Context: an optimization exercise on an open-source flow, tuned for small area. The choices shown serve that exercise and are no tape-out recipe. Only simulation tests tie the RTL to the original design; equivalence was not proved.

## flow/design.v (module list and top-level ports; edited modules follow where they fit)
// module mul24x12: 634 lines
// module fp_mul_fin: 11 lines
// module fp_add: 122 lines
// module fft_core: 81 lines
// module top_fft: 345 lines
module top_fft(clk
               ,rst_n
               ,ena_fft
               ,ena_mag
               ,data_rd_int_01
               ,data_rd_int_02
               ,data_rd_int_03
               ,data_rd_int_04
               ,data_rd_int_05
               ,data_rd_int_06
               ,data_w_real
               ,data_w_image
               ,wr_ena_int_01        
               ,wr_ena_int_02
               ,wr_ena_int_03
               ,wr_ena_int_04
               ,wr_ena_int_05
               ,wr_ena_int_06
               ,addr_mem_int_01
               ,addr_mem_int_02
               ,addr_mem_int_03
               ,addr_mem_int_04
               ,addr_mem_int_05
               ,addr_mem_int_06
               ,addr_input
               ,addr_w
               ,data_wr_int_01
               ,data_wr_int_02
               ,data_wr_int_03
               ,data_wr_int_04
               ,data_wr_int_05
               ,data_wr_int_06
               ,data_input
               ,stage_number
               ,max_point_fft
               ,max_point_fft_core
               );
  // ...
==> flow/flow/run.sh <==
#!/bin/bash
set -euo pipefail
bash standard.sh "BUFFER_PORTS_ARGS=-buffer_cell sky130_fd_sc_hd__buf_1" finish > layout.log 2>&1
==> flow/standard.sh <==
#!/bin/bash
# synth_recipe.tcl (not shown) runs the flow's synth.tcl, then flattens the netlist and writes it again
# the make line also repeats each setting of config.mk as NAME=value (left out here)
make -C /OpenROAD-flow-scripts/flow DESIGN_CONFIG=/design/flow/config.mk WORK_HOME=/design/flow/orfs CLKGATE_MAP_FILE= SYNTH_SCRIPT=/design/flow/synth_recipe.tcl "${@:-finish}"
==> flow/config.mk <==
export PLATFORM = sky130hd
export DESIGN_NAME = top_fft
export DESIGN_NICKNAME = top_fft
export VERILOG_FILES = /design/flow/design.v
export SDC_FILE = /design/flow/constraint.sdc
export NUM_CORES = 4
export LEC_CHECK = 0
export ABC_AREA = 1
export CAP_MARGIN = 20
export CORE_MARGIN = 2
export CORE_UTILIZATION = 30
export CTS_BUF_LIST = sky130_fd_sc_hd__clkbuf_4
export PLACE_DENSITY = 0.4
export SLEW_MARGIN = 20
==> flow/constraint.sdc <==
create_clock -name core_clock -period 30.0 [get_ports {clk}]
set_input_delay 6.0000 -clock core_clock [delete_from_list [all_inputs] [get_ports {clk}]]
set_output_delay 6.0000 -clock core_clock [all_outputs]
set_load 0.01 [all_outputs]
==> results by group, run 1 <==
GRT
  – Overall routing resource usage: 22.4%
  – GR Layer Usage met1: 31.7%

Detailed routing
  – DRC violations left: 0
  – Met3 WL: 8280 µm

Synth
  – Seq/Total Area, Yosys: 32.8%
  – Main combinational cell family by area after synthesis: simple AND/OR/NAND/NOR gates
  – Simple-gate share of the synthesized area: 20.3%

Clocking
  – Postcts setup bufs: 0
  – Clock Sinks: 435
  – Clock Latency Late Sink: 1.00 ns
  – CTS tree: built
  – Clock Path Buffers: 3

Final layout
  – Ratio of cells with drive above 1 in the final layout: 9.51%
  – Fraction of area in multi-input gates: 49.5%
  – Cell area after layout: 0.0409 mm²
  – Max-area cell class: multi-input combinational cells
  – Number of sequential cells: 435
  – Finished Layout Cells: 6689
  – Layout area overhead: 12.4%

Run status
  – Status: finished clean

Setup path
  – Crit-path leading delay family: adder cells
  – Register-to-register setup slack: 8.07 ns
  – CP Depth: 115
  – Crit. End Element: flop
  – Slowest CP cell: buf_4

Placed design
  – Dpl cell area: 0.0392 mm²

STA
  – Final setup skew: 0.0832 ns
  – Fin crit period: 24.90 ns
  – Hold Fails Final Rpt: 0
  – Setup ws final: 5.10 ns
  – RSZ-0062 raised after global routing: no
  – Relative slew slack: 25.7%

Flow run
  – Max-Cap Viols: 0
==> run 2, diff against run 1 <==
--- a/flow/config.mk
+++ b/flow/config.mk
@@ -12,2 +12,4 @@
 export CTS_BUF_LIST = sky130_fd_sc_hd__clkbuf_4
+export CTS_CLUSTER_DIAMETER = 50
+export CTS_CLUSTER_SIZE = 10
 export PLACE_DENSITY = 0.4
==> run 2 against run 1 <==
Net effect: still clean; sequential share of layout area up 0.38 points; synthesized cell count unchanged; clock skew up 0.018 ns; critical path depth unchanged; largest cell class unchanged.
==> results by group, run 2 <==
Run status
  – Status: finished clean

Synth
  – YS warnings: 2
  – Syn Area/Cell: 7.98 µm²
  – Yosys top cell by area: edfxtp_1
  – Synth top cells by count: nand2_1 (991), inv_1 (535), o21ai_0 (300), edfxtp_1 (288), nor2_1 (275)
  – #FFs+latches synth: 435
  – Post-synthesis mux area share: 1.39%
  – Xor-xnor portion of the synthesized cell area: 5.34%
  – Yosys cell types: 64
  – Area share of fa/ha/maj cells after synthesis: 14.7%
  – Compound-Gate Fraction of Synth Area: 13.4%
  – Most frequent cell after synthesis: nand2_1
  – Main combinational cell family by area after synthesis: simple AND/OR/NAND/NOR gates
  – Post-synth ARST share: 16.1%
  – Cell Area, Synth: 0.0364 mm²
  – Synth top area cells: edfxtp_1 (24%), fa_1 (11%), nand2_1 (10%)
  – Yosys top cell area share: 23.7%
  – Simple-gate share of the synthesized area: 20.3% (unchanged)
  – EDFF count, synth: 288
  – Synth Flop Type: edfxtp_1
  – Seq/Total Area, Yosys: 32.8% (unchanged)
  – Synth Instances: 4564

Setup path
  – Crit. End Element: flop
  – Crit path top cell by count: nand2_1
  – Register-to-register setup slack: 8.16 ns (+0.09 ns)
  – Arr. time, crit path: 25.64 ns
  – Slowest Stage Delay on Critical Path: 0.68 ns
  – Reg2reg path depth: 119
  – Reg2reg start: phase[0]$_DFF_PN0_
  – Req. time, crit path: 30.71 ns
  – Crit path kind: input pin to flop
  – Worst R2R End: fft_core_01.q1i[30]$_DFFE_PP_
  – Slowest CP cell: buf_4
  – Startpoint types: input pin
  – Worst-path fanout max: 92

Detailed routing
  – Antenna-violating nets left: 0
  – Via count: 32233
  – Wirelength per Cell: 21.5 µm
  – DRT iter0 DRCs: 2413
  – Via-to-Cell Ratio: 4.89
  – DRC violations left: 0 (unchanged)
  – DR pass1 iterations: 5
  – Final WL: 142000 µm

STA
  – Fin crit period: 24.93 ns (+0.0336 ns)
  – Relative slew slack: 24.9% (-0.77 points)
  – Worst hold slack: 0.377 ns
  – Final setup skew: 0.101 ns (+0.0180 ns)
  – Hold Fails Final Rpt: 0 (unchanged)
  – RSZ-0062 raised after global routing: no
  – F_max: 0.0401 GHz
  – Crit share post-route: 83.1%
  – Sum Neg Setup Slack: 0 ns
  – Max-slew violation count: 0
  – Setup violators final: 0
  – Worst slew pin tran: 1.13 ns

Floorplan
  – # IOs: 618
  – Starting density of the core: 30.3%
  – Die H: 352 µm
  – Die width: 352 µm
  – Total core area: 0.120 mm²
  – Die area: 0.124 mm²
  – Num rows: 127

GRT
  – Overall routing resource usage: 22.2% (-0.21 points)
  – First-pass GRT wire length: 206000 µm
  – Vias in the first global route: 31028
  – Largest net degree at the start of global routing: 93
  – GR Overflow Total: 0
  – Initial antenna violation count: 14

Clocking
  – Root Buffer: clkbuf_4
  – CTS clk-pin slew, worst paths: 0.12 ns
  – H-tree levels: 3
  – Clock Latency Late Sink: 0.92 ns (-0.08 ns)
  – Total CTS buffers: 73
  – Clock Sinks: 435 (unchanged)
  – Hold_buf cts: 0
  – Post-CTS resize count: 0
  – Clock Path Buffers: 3 (unchanged)
  – CTS tree: built
  – Postcts setup bufs: 0 (unchanged)

Placed design
  – Detailed Place HPWL: 111000 µm
  – Gp weighted congestion: 0.908
  – Dpl cell area: 0.0392 mm² (unchanged)
  – PortBufs: 597

Final layout
  – Most frequent cells in the layout: nand2_1 (988), buf_1 (596), inv_1 (534)
  – Most common cell after layout, fill and taps aside: nand2_1
  – Layout area overhead: 10.9%
  – Final core area utilization: 33.6%
  – Ratio of cells with drive above 1 in the final layout: 7.95% (-1.6 points)
  – Cell area after layout: 0.0404 mm² (-1.3%)
  – Fin nets: 5546

Min path
  – Hold crit path type: flop to flop
  – Hold Path Cell Cnt: 0
  – Hold Path End: fft_core_01.q3i[14]$_DFFE_PP_
  – Hold path startpoint: fft_core_01.q2i[14]$_DFFE_PP_

Flow run
  – Max-Cap Viols: 0 (unchanged)
-- run 2: cell counts after synthesis --
No cell type changed its count.
-- run 2: final cells by class --
class	instances	area, µm²
multi-input combinational	3166	20300
clock buffer	92	691
sequential	435	11900
timing repair buffer	679	2890
fill	12890	79700
clock inverter	43	488
antenna	11	27.5
tap	1612	2020
inverter	556	2090
-- run 2: worst max-delay path by stage --
stage | from | endpoint | slack (ns) | depth (start not counted)
after floorplan | data_rd_int_05[3] | fft_core_01.q1i[30]$_DFFE_PP_ | 7.92 | 70
after global placement | data_rd_int_04[1] | fft_core_01.q1i[30]$_DFFE_PP_ | 4.17 | 115
after detailed placement | data_rd_int_04[1] | fft_core_01.q1i[30]$_DFFE_PP_ | 4.33 | 115
after CTS | data_rd_int_04[1] | fft_core_01.q1i[30]$_DFFE_PP_ | 5.23 | 115
after global routing | data_rd_int_04[1] | fft_core_01.q1i[30]$_DFFE_PP_ | 3.44 | 115
final | data_rd_int_04[1] | fft_core_01.q1i[30]$_DFFE_PP_ | 5.07 | 115
-- run 2: worst max-delay path: cells and delay by family --
family	cells	cell delay, ns
compound gates	9	1.89
simple gates	66	7.25
buf+inv	13	2.35
fa+ha+maj	25	7.68
xor+xnor	2	0.38
-- run 2: routing by layer --
layer	global-route usage, %	share of wire [%]	vias up
met5	0	0.0071	-
met4	4.78	1.9	2
met3	2.66	5.4	123
met2	35.4	45	985
met1	32.0	47	15491
li1	-	-	15632
-- run 2: cells by family (layout without fill, tap and decap cells) --
family	Yosys count	in the layout
and+or+nand+nor	1728	1728
buffers and inverters	966	1370
AOI/OAI and AO/OA	851	851
DFF	435	435
adders and majority gates	313	313
xor gates and xnor gates	222	222
muxes	48	48
other	1	15
-- run 2: metrics by stage --
stage                     instances  worst slack, ns
final                          6594             5.07
after global routing           6592             3.44
after CTS                      6581             5.23
after detailed placement       6446             4.33
after global placement         6446             4.17
after floorplan                4567             7.92
==> run 3, diff against run 2 <==
--- a/flow/config.mk
+++ b/flow/config.mk
@@ -11,5 +11,5 @@
 export CORE_UTILIZATION = 30
-export CTS_BUF_LIST = sky130_fd_sc_hd__clkbuf_4
-export CTS_CLUSTER_DIAMETER = 50
-export CTS_CLUSTER_SIZE = 10
+export CTS_BUF_LIST = sky130_fd_sc_hd__clkbuf_8
+export CTS_CLUSTER_DIAMETER = 60
+export CTS_CLUSTER_SIZE = 14
 export PLACE_DENSITY = 0.4
==> run 3 against run 2 <==
Net effect: design area is essentially flat; setup slack lost 0.14 ns; critical path depth stayed put; non-clock buffer count is the same; core utilization hardly changed; routed wire length up 0.11%; die area stayed put; global-route usage shrank 0.079 points; cell count shrank 0.67%.
==> results by group, run 3 <==
Run status
  – Status: finished clean

Clocking
  – Hold_buf cts: 0 (unchanged)
  – CTS clk-pin slew, worst paths: 0.10 ns (-0.02 ns)
  – Clock Sinks: 435 (unchanged)
  – Total CTS buffers: 52 (-29%)
  – Postcts setup bufs: 0 (unchanged)
  – Clock Latency Late Sink: 0.76 ns (-0.16 ns)
  – CTS tree: built
  – Clock Path Buffers: 3 (unchanged)
  – H-tree levels: 2 (-1)
  – Root Buffer: clkbuf_8
  – Post-CTS resize count: 0 (unchanged)

STA
  – Fin crit period: 25.07 ns (+0.140 ns)
  – Sum Neg Setup Slack: 0 ns (unchanged)
  – RSZ-0062 raised after global routing: no
  – Hold Fails Final Rpt: 0 (unchanged)
  – F_max: 0.0399 GHz (-0.56%)
  – Setup violators final: 0 (unchanged)
  – Crit share post-route: 83.6% (+0.47 points)
  – Final setup skew: 0.105 ns (+0.00349 ns)
  – Max-slew violation count: 0 (unchanged)
  – Worst slew pin tran: 1.11 ns (-0.0170 ns)
  – Relative slew slack: 25.2% (+0.35 points)

Min path
  – Hold Path End: fft_core_01.q3r[27]$_DFFE_PP_
  – Hold Path Cell Cnt: 0 (unchanged)
  – Hold path startpoint: fft_core_01.q2r[27]$_DFFE_PP_
  – Hold crit path type: flop to flop

Setup path
  – Crit path top cell by count: nand2_1
  – Reg2reg path depth: 119 (unchanged)
  – Crit. End Element: flop
  – Reg2reg start: phase[0]$_DFF_PN0_
  – Arr. time, crit path: 25.64 ns (about the same)
  – Worst-path fanout max: 92 (unchanged)
  – Slowest Stage Delay on Critical Path: 0.69 ns (about the same)
  – Register-to-register setup slack: 8.17 ns (about the same)
  – Startpoint types: input pin
  – Req. time, crit path: 30.56 ns (-0.15 ns)
  – CP bufs+invs: 13 (unchanged)
  – Slowest CP cell: buf_4
  – Worst R2R End: fft_core_01.q1i[30]$_DFFE_PP_
  – Crit-path leading delay family: adder cells
  – Crit path kind: input pin to flop

Placed design
  – Post-Place Cells: 6446 (unchanged)
  – Detailed Place HPWL: 111000 µm (unchanged)
  – PortBufs: 597 (unchanged)
  – Gp weighted congestion: 0.908 (unchanged)
  – Dpl cell area: 0.0392 mm² (unchanged)

GRT
  – Initial antenna violation count: 14 (unchanged)
  – Largest net degree at the start of global routing: 93 (unchanged)
  – Vias in the first global route: 30811 (-0.70%)
  – GR Overflow Total: 0 (unchanged)
  – First-pass GRT wire length: 206000 µm (-0.16%)
  – Overall routing resource usage: 22.1% (-0.079 points)

Final layout
  – Finished Layout Cells: 6550 (-0.67%)
  – Final core area utilization: 33.6% (about the same)
  – Fin nets: 5525 (-0.38%)
  – Layout area overhead: 10.9% (about the same)
  – Fill cells: 12879 (-0.085%)
  – Ratio of cells with drive above 1 in the final layout: 7.18% (-0.77 points)
  – Most common cell after layout, fill and taps aside: nand2_1
  – Cell area after layout: 0.0404 mm² (about the same)
  – Most frequent cells in the layout: nand2_1 (988), buf_1 (596), inv_1 (539)

Synth
  – #FFs+latches synth: 435 (unchanged)
  – Seq/Total Area, Yosys: 32.8% (unchanged)
  – Post-synth ARST share: 16.1% (unchanged)
  – Synth top area cells: edfxtp_1 (24%), fa_1 (11%), nand2_1 (10%)
  – Most frequent cell after synthesis: nand2_1
  – Synth Flop Type: edfxtp_1
  – Synth Instances: 4564 (unchanged)
  – Yosys top cell by area: edfxtp_1
  – EDFF count, synth: 288 (unchanged)
  – Yosys top cell area share: 23.7% (unchanged)
  – Cell Area, Synth: 0.0364 mm² (unchanged)
  – Syn Area/Cell: 7.98 µm² (unchanged)
  – Synth top cells by count: nand2_1 (991), inv_1 (535), o21ai_0 (300), edfxtp_1 (288), nor2_1 (275)
  – Yosys cell types: 64 (unchanged)
  – YS warnings: 2 (unchanged)

Detailed routing
  – DRT iter0 DRCs: 2369 (-1.8%)
  – DR pass1 iterations: 5 (unchanged)
  – Final WL: 142000 µm (+0.11%)
  – Via-to-Cell Ratio: 4.91 (+0.50%)
  – Antenna-violating nets left: 0 (unchanged)
  – Wirelength per Cell: 21.6 µm (+0.78%)
  – Via count: 32179 (-0.17%)
  – DRC violations left: 0 (unchanged)

Floorplan
  – # IOs: 618 (unchanged)
  – Die width: 352 µm (unchanged)
  – Die H: 352 µm (unchanged)
  – Total core area: 0.120 mm² (unchanged)
  – Num rows: 127 (unchanged)
  – Die area: 0.124 mm² (unchanged)
  – Starting density of the core: 30.3% (unchanged)

Flow run
  – Max-Cap Viols: 0 (unchanged)
[run 3: cell counts after synthesis]
Identical to the previous run, type by type.
[run 3: cells by family (layout without fill, tap and decap cells)]
group	after synthesis	in the layout	synth area share, %
simple gates	1728	1728	20.3
buf+inv	966	1331	12.0
compound gates	851	851	13.4
flops	435	435	32.8
fa+ha+maj	313	313	14.7
xor+xnor	222	222	5.34
mux	48	48	1.39
other cells	1	10	0.0103
[run 3: through the flow]
step | hold slack (ns) | worst slack [ns]
2_1_floorplan | 0.400 | 7.92
5_1_grt | 0.425 | 3.28
4_1_cts | 0.417 | 5.06
3_5_place_dp | 0.405 | 4.33
3_3_place_gp | 0.400 | 4.17
6_report | 0.420 | 4.93
[run 3: area by class of cell]
cell class	count	area, µm²	share of cell area [%]
inverters	556	2090	5.18
repair buffers	679	2890	7.15
multi-input cells	3166	20300	50.2
diodes	6	15.0	0.0372
clock buffers	53	729	1.81
flip-flops and latches	435	11900	29.6
clock inverters	43	440	1.09
well taps	1612	2020	4.99
[run 3: worst max-delay path by stage]
stage / from / to / slack, ns / depth (start not counted)
2_1_floorplan: data_rd_int_05[3] / fft_core_01.q1i[30]$_DFFE_PP_ / 7.92 / 70
3_3_place_gp: data_rd_int_04[1] / fft_core_01.q1i[30]$_DFFE_PP_ / 4.17 / 115
3_5_place_dp: data_rd_int_04[1] / fft_core_01.q1i[30]$_DFFE_PP_ / 4.33 / 115
4_1_cts: data_rd_int_04[1] / fft_core_01.q1i[30]$_DFFE_PP_ / 5.06 / 115
5_1_grt: data_rd_int_04[1] / fft_core_01.q1i[30]$_DFFE_PP_ / 3.28 / 115
6_report: data_rd_int_04[1] / fft_core_01.q1i[30]$_DFFE_PP_ / 4.93 / 115
[run 3: worst register-to-register path: cells and delay by family (launching register included)]
kind	cells	cell delay, ns
simple gates	64	7.20
fa+ha+maj	26	8.01
flops	1	0.32
xor+xnor	2	0.38
compound gates	10	2.26
buf+inv	17	3.57
[run 3: routing by layer]
metal / global-route usage, % / share of wire, % / vias up / routed length (µm)
met5: 0 / 0.0092 / - / 13
met4: 4.73 / 2.0 / 2 / 2830
met3: 2.38 / 5.0 / 111 / 7090
met2: 35.4 / 45 / 984 / 64400
met1: 31.9 / 48 / 15532 / 67400
li1: - / - / 15550 / -
==> run 4, diff against run 3 <==
--- a/flow/config.mk
+++ b/flow/config.mk
@@ -11,5 +11,5 @@
 export CORE_UTILIZATION = 30
-export CTS_BUF_LIST = sky130_fd_sc_hd__clkbuf_8
-export CTS_CLUSTER_DIAMETER = 60
-export CTS_CLUSTER_SIZE = 14
+export CTS_BUF_LIST = sky130_fd_sc_hd__clkbuf_16
+export CTS_CLUSTER_DIAMETER = 80
+export CTS_CLUSTER_SIZE = 24
 export PLACE_DENSITY = 0.4
==> run 4 against run 3 <==
Net effect: core utilization is 0.13 points lower; setup slack better by 0.11 ns; routed wire length is 0.56% lower; synthesized cell count stayed put; die area stayed put; area after synthesis stayed put; count of clock-buffer cells in the layout is 22 lower; critical path depth stayed put; sequential cell count stayed put; first-iteration DRC count is 2.5% higher; critical path type unchanged.
==> results by group, run 4 <==
Run status
  – Status: finished clean

STA
  – F_max: 0.0401 GHz (+0.46%)
  – Worst slew pin tran: 1.10 ns (-0.0138 ns)
  – Max-slew violation count: 0 (unchanged)
  – Relative slew slack: 26.2% (+0.93 points)
  – Fin crit period: 24.96 ns (-0.115 ns)
  – Sum Neg Setup Slack: 0 ns (unchanged)
  – Setup ws final: 5.04 ns (+0.115 ns)
  – Final setup skew: 0.0626 ns (-0.0421 ns)
  – Setup violators final: 0 (unchanged)
  – Crit share post-route: 83.2% (-0.38 points)
  – Hold Fails Final Rpt: 0 (unchanged)
  – RSZ-0062 raised after global routing: no

Setup path
  – Slowest Stage Delay on Critical Path: 0.68 ns (about the same)
  – Crit. End Element: flop
  – Worst-path fanout max: 92 (unchanged)
  – CP bufs+invs: 13 (unchanged)
  – CP Depth: 115 (unchanged)
  – Req. time, crit path: 30.55 ns (about the same)
  – Crit path top cell by count: nand2_1
  – Arr. time, crit path: 25.51 ns (-0.13 ns)
  – Reg2reg path depth: 119 (unchanged)
  – Crit-path leading delay family: adder cells
  – Slowest CP cell: buf_4
  – Crit path kind: input pin to flop
  – Register-to-register setup slack: 8.30 ns (+0.13 ns)
  – Startpoint types: input pin

Synth
  – Most frequent cell after synthesis: nand2_1
  – Yosys cell types: 64 (unchanged)
  – Synth Flop Type: edfxtp_1
  – #FFs+latches synth: 435 (unchanged)
  – EDFF count, synth: 288 (unchanged)
  – Seq/Total Area, Yosys: 32.8% (unchanged)
  – Yosys top cell by area: edfxtp_1
  – Synth top area cells: edfxtp_1 (24%), fa_1 (11%), nand2_1 (10%)
  – YS warnings: 2 (unchanged)
  – Cell Area, Synth: 0.0364 mm² (unchanged)
  – Synth top cells by count: nand2_1 (991), inv_1 (535), o21ai_0 (300), edfxtp_1 (288), nor2_1 (275)
  – Syn Area/Cell: 7.98 µm² (unchanged)
  – Synth Instances: 4564 (unchanged)
  – Yosys top cell area share: 23.7% (unchanged)
  – Post-synth ARST share: 16.1% (unchanged)

Flow run
  – Max-Cap Viols: 0 (unchanged)

Detailed routing
  – Final WL: 141000 µm (-0.56%)
  – Via count: 31937 (-0.75%)
  – DRT iter0 DRCs: 2429 (+2.5%)
  – Antenna-violating nets left: 0 (unchanged)
  – Wirelength per Cell: 21.7 µm (about the same)
  – Via-to-Cell Ratio: 4.91 (-0.16%)
  – DRC violations left: 0 (unchanged)
  – DR pass1 iterations: 6 (+1)

GRT
  – GR Overflow Total: 0 (unchanged)
  – Largest net degree at the start of global routing: 93 (unchanged)
  – Vias in the first global route: 30656 (-0.50%)
  – Initial antenna violation count: 12 (-2)
  – First-pass GRT wire length: 205000 µm (-0.45%)
  – Overall routing resource usage: 21.9% (-0.18 points)

Final layout
  – Seq. cell area: 0.0119 mm² (unchanged)
  – Layout area overhead: 10.4%
  – Ratio of cells with drive above 1 in the final layout: 6.50% (-0.68 points)
  – Most frequent cells in the layout: nand2_1 (988), buf_1 (596), inv_1 (539)
  – Most common cell after layout, fill and taps aside: nand2_1
  – Multi-input logic area: 0.0203 mm² (unchanged)
  – Fin nets: 5503 (-0.40%)
  – Fill cells: 12872 (-0.054%)

Clocking
  – Clock Sinks: 435 (unchanged)
  – CTS tree: built
  – Postcts setup bufs: 0 (unchanged)
  – Clock Path Buffers: 3 (unchanged)
  – Post-CTS resize count: 0 (unchanged)
  – Root Buffer: clkbuf_16
  – Hold_buf cts: 0 (unchanged)
  – Clock Latency Late Sink: 0.67 ns (-0.09 ns)
  – H-tree levels: 1 (-1)
  – Total CTS buffers: 30 (-42%)
  – CTS clk-pin slew, worst paths: 0.10 ns (about the same)

Floorplan
  – Die H: 352 µm (unchanged)
  – Die width: 352 µm (unchanged)
  – Num rows: 127 (unchanged)
  – Total core area: 0.120 mm² (unchanged)
  – Starting density of the core: 30.3% (unchanged)
  – # IOs: 618 (unchanged)
  – Die area: 0.124 mm² (unchanged)

Placed design
  – Detailed Place HPWL: 111000 µm (unchanged)
  – Gp weighted congestion: 0.908 (unchanged)
  – Dpl ws: 4.33 ns (unchanged)
  – PortBufs: 597 (unchanged)

Min path
  – Hold Path Cell Cnt: 0 (unchanged)
  – Hold crit path type: flop to flop
-- run 4: cell counts after synthesis --
No cell type changed its count.
-- run 4: layout make-up --
class	count	share of cell area (%)
clock buffers	31	1.93
repair buffers	679	7.18
well taps	1612	5.01
multi-input cells	3166	50.4
diodes	7	0.0435
flip-flops and latches	435	29.7
clock inverters	25	0.588
inverters	556	5.20
-- run 4: cells by family after synthesis --
logic type / count (synthesis) / share of synthesized area (%)
xor+xnor: 222 / 5.34
buf+inv: 966 / 12.0
other cells: 1 / 0.0103
fa+ha+maj: 313 / 14.7
simple gates: 1728 / 20.3
flops: 435 / 32.8
mux: 48 / 1.39
compound gates: 851 / 13.4
-- run 4: through the flow --
stage / instance area, µm² / instances / hold slack (ns) / utilization, %
after floorplan: 36400 / 4567 / 0.400 / -
after global placement: 39200 / 6446 / 0.400 / 32.6
after detailed placement: 39200 / 6446 / 0.405 / 32.6
after CTS: 40200 / 6502 / 0.421 / 33.4
after global routing: 40200 / 6507 / 0.422 / 33.5
final: 40200 / 6511 / 0.418 / 33.5
-- run 4: path summary, 6_finish.rpt --
path | start | endpoint
max | data_rd_int_04[1] | fft_core_01.q1i[30]$_DFFE_PP_
min | fft_core_01.q2r[25]$_DFFE_PP_ | fft_core_01.q3r[25]$_DFFE_PP_
max reg2reg | phase[0]$_DFF_PN0_ | fft_core_01.q1i[30]$_DFFE_PP_
min in group asynchronous | rst_n | a02[0]$_DFF_PN0_
min reg2reg | fft_core_01.q2r[25]$_DFFE_PP_ | fft_core_01.q3r[25]$_DFFE_PP_
max in group asynchronous | rst_n | c[5]$_DFFE_PN0P_
-- run 4: layer usage --
metal	up-vias	track usage, %	share of wire (%)
met2	930	35.3	45
met4	0	4.21	2.0
met5	-	0	0
li1	15488	-	-
met3	90	1.97	5.2
met1	15429	31.9	47
-- run 4: worst reg2reg max path, delay by kind of cell, from the launching register on --
family,cells,cell delay [ns]
xor gates and xnor gates,2,0.38
buffers and inverters,17,3.55
adders and majority gates,26,8.00
and+or+nand+nor,64,7.17
DFF,1,0.32
AOI/OAI and AO/OA,10,2.23
==> run 5, diff against run 4 <==
--- a/flow/config.mk
+++ b/flow/config.mk
@@ -10,3 +10,3 @@
 export CORE_MARGIN = 2
-export CORE_UTILIZATION = 30
+export CORE_UTILIZATION = 50
 export CTS_BUF_LIST = sky130_fd_sc_hd__clkbuf_16
@@ -14,3 +14,3 @@
 export CTS_CLUSTER_SIZE = 24
-export PLACE_DENSITY = 0.4
+export PLACE_DENSITY = 0.6
 export SLEW_MARGIN = 20
==> run 5 against run 4 <==
Net effect: still clean on timing, DRC and antenna; fmax down 0.35%; global-route usage up 9.6 points.
==> results by group, run 5 <==
Run status
  – Status: finished clean

Synth
  – EDFF count, synth: 288 (unchanged)
  – Most frequent cell after synthesis: nand2_1
  – Post-synth ARST share: 16.1% (unchanged)
  – Synth top area cells: edfxtp_1 (24%), fa_1 (11%), nand2_1 (10%)
  – Yosys cell types: 64 (unchanged)
  – Seq/Total Area, Yosys: 32.8% (unchanged)
  – Synth top cells by count: nand2_1 (991), inv_1 (535), o21ai_0 (300), edfxtp_1 (288), nor2_1 (275)
  – YS warnings: 2 (unchanged)
  – Yosys top cell area share: 23.7% (unchanged)
  – Cell Area, Synth: 0.0364 mm² (unchanged)
  – Yosys top cell by area: edfxtp_1
  – Syn Area/Cell: 7.98 µm² (unchanged)
  – Synth Instances: 4564 (unchanged)
  – #FFs+latches synth: 435 (unchanged)
  – Synth Flop Type: edfxtp_1

Min path
  – Hold crit path type: flop to flop

Flow run
  – Max-Cap Viols: 0 (unchanged)

Detailed routing
  – DRT iter0 DRCs: 3008 (+24%)
  – Via count: 32253 (+0.99%)
  – DR pass1 iterations: 6 (unchanged)
  – Via-to-Cell Ratio: 5.53 (+13%)
  – DRC violations left: 0 (unchanged)
  – Wirelength per Cell: 20.7 µm (-4.2%)
  – Antenna-violating nets left: 0 (unchanged)
  – Final WL: 121000 µm (-14%)

Setup path
  – Arr. time, crit path: 25.40 ns (-0.11 ns)
  – Crit path kind: input pin to flop
  – Slowest CP cell: buf_4
  – Crit. End Element: flop
  – Startpoint types: input pin
  – Slowest Stage Delay on Critical Path: 0.60 ns (-0.08 ns)
  – Crit path top cell by count: nand2_1
  – Req. time, crit path: 30.35 ns (-0.20 ns)
  – Worst-path fanout max: 69 (-25%)

Final layout
  – Most frequent cells in the layout: nand2_1 (987), buf_1 (596), inv_1 (540)
  – Seq. cell area: 0.0119 mm² (unchanged)
  – Layout area overhead: 7.48%
  – Fill cells: 7049 (-45%)
  – Final core area utilization: 54.5% (+21 points)
  – Most common cell after layout, fill and taps aside: nand2_1
  – Ratio of cells with drive above 1 in the final layout: 6.07% (-0.43 points)
  – Multi-input logic area: 0.0203 mm² (about the same)
  – Fin nets: 5489 (-0.25%)

STA
  – F_max: 0.0399 GHz (-0.35%)
  – Relative slew slack: 17.5% (-8.7 points)
  – Sum Neg Setup Slack: 0 ns (unchanged)
  – Max-slew violation count: 0 (unchanged)
  – Worst slew pin tran: 1.22 ns (+0.129 ns)
  – Hold Fails Final Rpt: 0 (unchanged)
  – Fin crit period: 25.05 ns (+0.0866 ns)
  – Setup violators final: 0 (unchanged)
  – Worst hold slack: 0.420 ns (+0.00169 ns)
  – Crit share post-route: 83.5% (+0.29 points)
  – RSZ-0062 raised after global routing: no
  – Final setup skew: 0.0194 ns (-0.0432 ns)

Clocking
  – Post-CTS resize count: 0 (unchanged)
  – CTS tree: built
  – H-tree levels: 1 (unchanged)
  – CTS clk-pin slew, worst paths: 0.10 ns (about the same)
  – Root Buffer: clkbuf_16
  – Total CTS buffers: 27 (-10%)
  – Hold_buf cts: 0 (unchanged)
  – Clock Path Buffers: 3 (unchanged)
  – Postcts setup bufs: 0 (unchanged)
  – Clock Sinks: 435 (unchanged)
  – Clock Latency Late Sink: 0.59 ns (-0.08 ns)

Placed design
  – PortBufs: 597 (unchanged)
  – Detailed Place HPWL: 94700 µm (-15%)
  – Gp weighted congestion: 0.980 (+7.9%)

Floorplan
  – Total core area: 0.0719 mm² (-40%)
  – Num rows: 98 (-23%)
  – Die width: 274 µm (-22%)
  – Starting density of the core: 50.7% (+20 points)
  – Die area: 0.0750 mm² (-40%)
  – Die H: 274 µm (-22%)
  – # IOs: 618 (unchanged)

GRT
  – Vias in the first global route: 29645 (-3.3%)
  – First-pass GRT wire length: 181000 µm (-12%)
  – GR Overflow Total: 0 (unchanged)
  – Largest net degree at the start of global routing: 104 (+12%)
  – Initial antenna violation count: 13 (+1)
  – Overall routing resource usage: 31.5% (+9.6 points)
run 5: cell counts after synthesis:
Identical to the previous run, type by type.
run 5: metal layers:
layer | vias to the layer above | global-route usage (%) | share of wire (%)
met5 | - | 0 | 0.011
met4 | 2 | 8.34 | 2.7
met3 | 148 | 3.55 | 7.4
met2 | 1305 | 50.4 | 46
met1 | 15332 | 45.6 | 44
li1 | 15466 | - | -
run 5: cell families (layout without fill, tap and decap cells):
logic type,count (synthesis),after routing,share of synthesized area (%)
AOI/OAI and AO/OA,851,851,13.4
xor gates and xnor gates,222,222,5.34
adders and majority gates,313,313,14.7
buffers and inverters,966,1272,12.0
DFF,435,435,32.8
muxes,48,48,1.39
other,1,11,0.0103
and+or+nand+nor,1728,1728,20.3
run 5: through the flow:
step / instance area [µm²] / worst slack (ns) / cells
after floorplan: 36400 / 7.92 / 4567
after global placement: 38200 / 4.95 / 5774
after detailed placement: 38200 / 4.81 / 5775
after CTS: 39100 / 5.40 / 5823
after global routing: 39200 / 3.72 / 5829
final: 39200 / 4.95 / 5830
run 5: area by class of cell:
cell class | count | share of cell area [%]
antenna | 7 | 0.0447
clock buffer | 28 | 1.79
clock inverter | 20 | 0.470
inverter | 556 | 5.34
multi-input combinational | 3166 | 51.7
sequential | 435 | 30.5
tap | 950 | 3.04
timing repair buffer | 668 | 7.09
run 5: critical path, delay by kind of cell:
| family | cells | cell delay [ns] |
|---|---|---|
| AO/OA/AOI/OAI | 10 | 2.26 |
| AND/OR/NAND/NOR | 69 | 7.87 |
| adder cells (fa/ha/maj) | 25 | 7.69 |
| buffers and inverters | 10 | 1.24 |
| XOR/XNOR | 2 | 0.29 |
run 5: final timing paths:
path	start	end	slack, ns	cells past startpoint
worst max-delay path	data_rd_int_04[1]	fft_core_01.q1i[30]$_DFFE_PP_	4.95	116
worst min-delay path	fft_core_01.q2r[6]$_DFFE_PP_	fft_core_01.q3r[6]$_DFFE_PP_	0.42	0
worst max register to register	phase[0]$_DFF_PN0_	fft_core_01.q1i[30]$_DFFE_PP_	8.27	117
worst min register to register	fft_core_01.q2r[6]$_DFFE_PP_	fft_core_01.q3r[6]$_DFFE_PP_	0.42	0
max in group asynchronous	rst_n	phase[3]$_DFF_PN0_	23.84	1
min in group asynchronous	rst_n	c[5]$_DFFE_PN0P_	5.54	1

static timing again, ports no longer ideal:
No port has a modelled driver above. Below, the same layouts with a new extraction and two added sets of constraints. Step 1 sets driving cells, clkbuf_16 on the clock port and buf_2 on the other inputs (assumed; they add their load-dependent delay and slew). Step 2, shift: input delay + t, output delay - t, t = (earliest + latest rising clock arrival at the registers) / 2. This alone moves slack from input paths to output paths. Slacks: ideal / step 1 / step 2; pairs: ideal / step 1.
run | t, ns | setup slack, ns | worst setup path at the end
run 1 | 1.020 | 5.100 / 5.138 / 4.118 | input to register
run 2 | 0.927 | 5.066 / 5.105 / 4.178 | input to register
run 3 | 0.774 | 4.926 / 4.965 / 4.191 | input to register
run 4 | 0.707 | 5.041 / 5.083 / 4.376 | input to register
run 5 | 0.646 | 4.954 / 4.957 / 4.311 | input to register
After both steps every run listed still meets setup and hold. For run 1, which loses most, drivers alone change the setup slack by +0.038 ns; drivers and shift together by -0.982 ns.
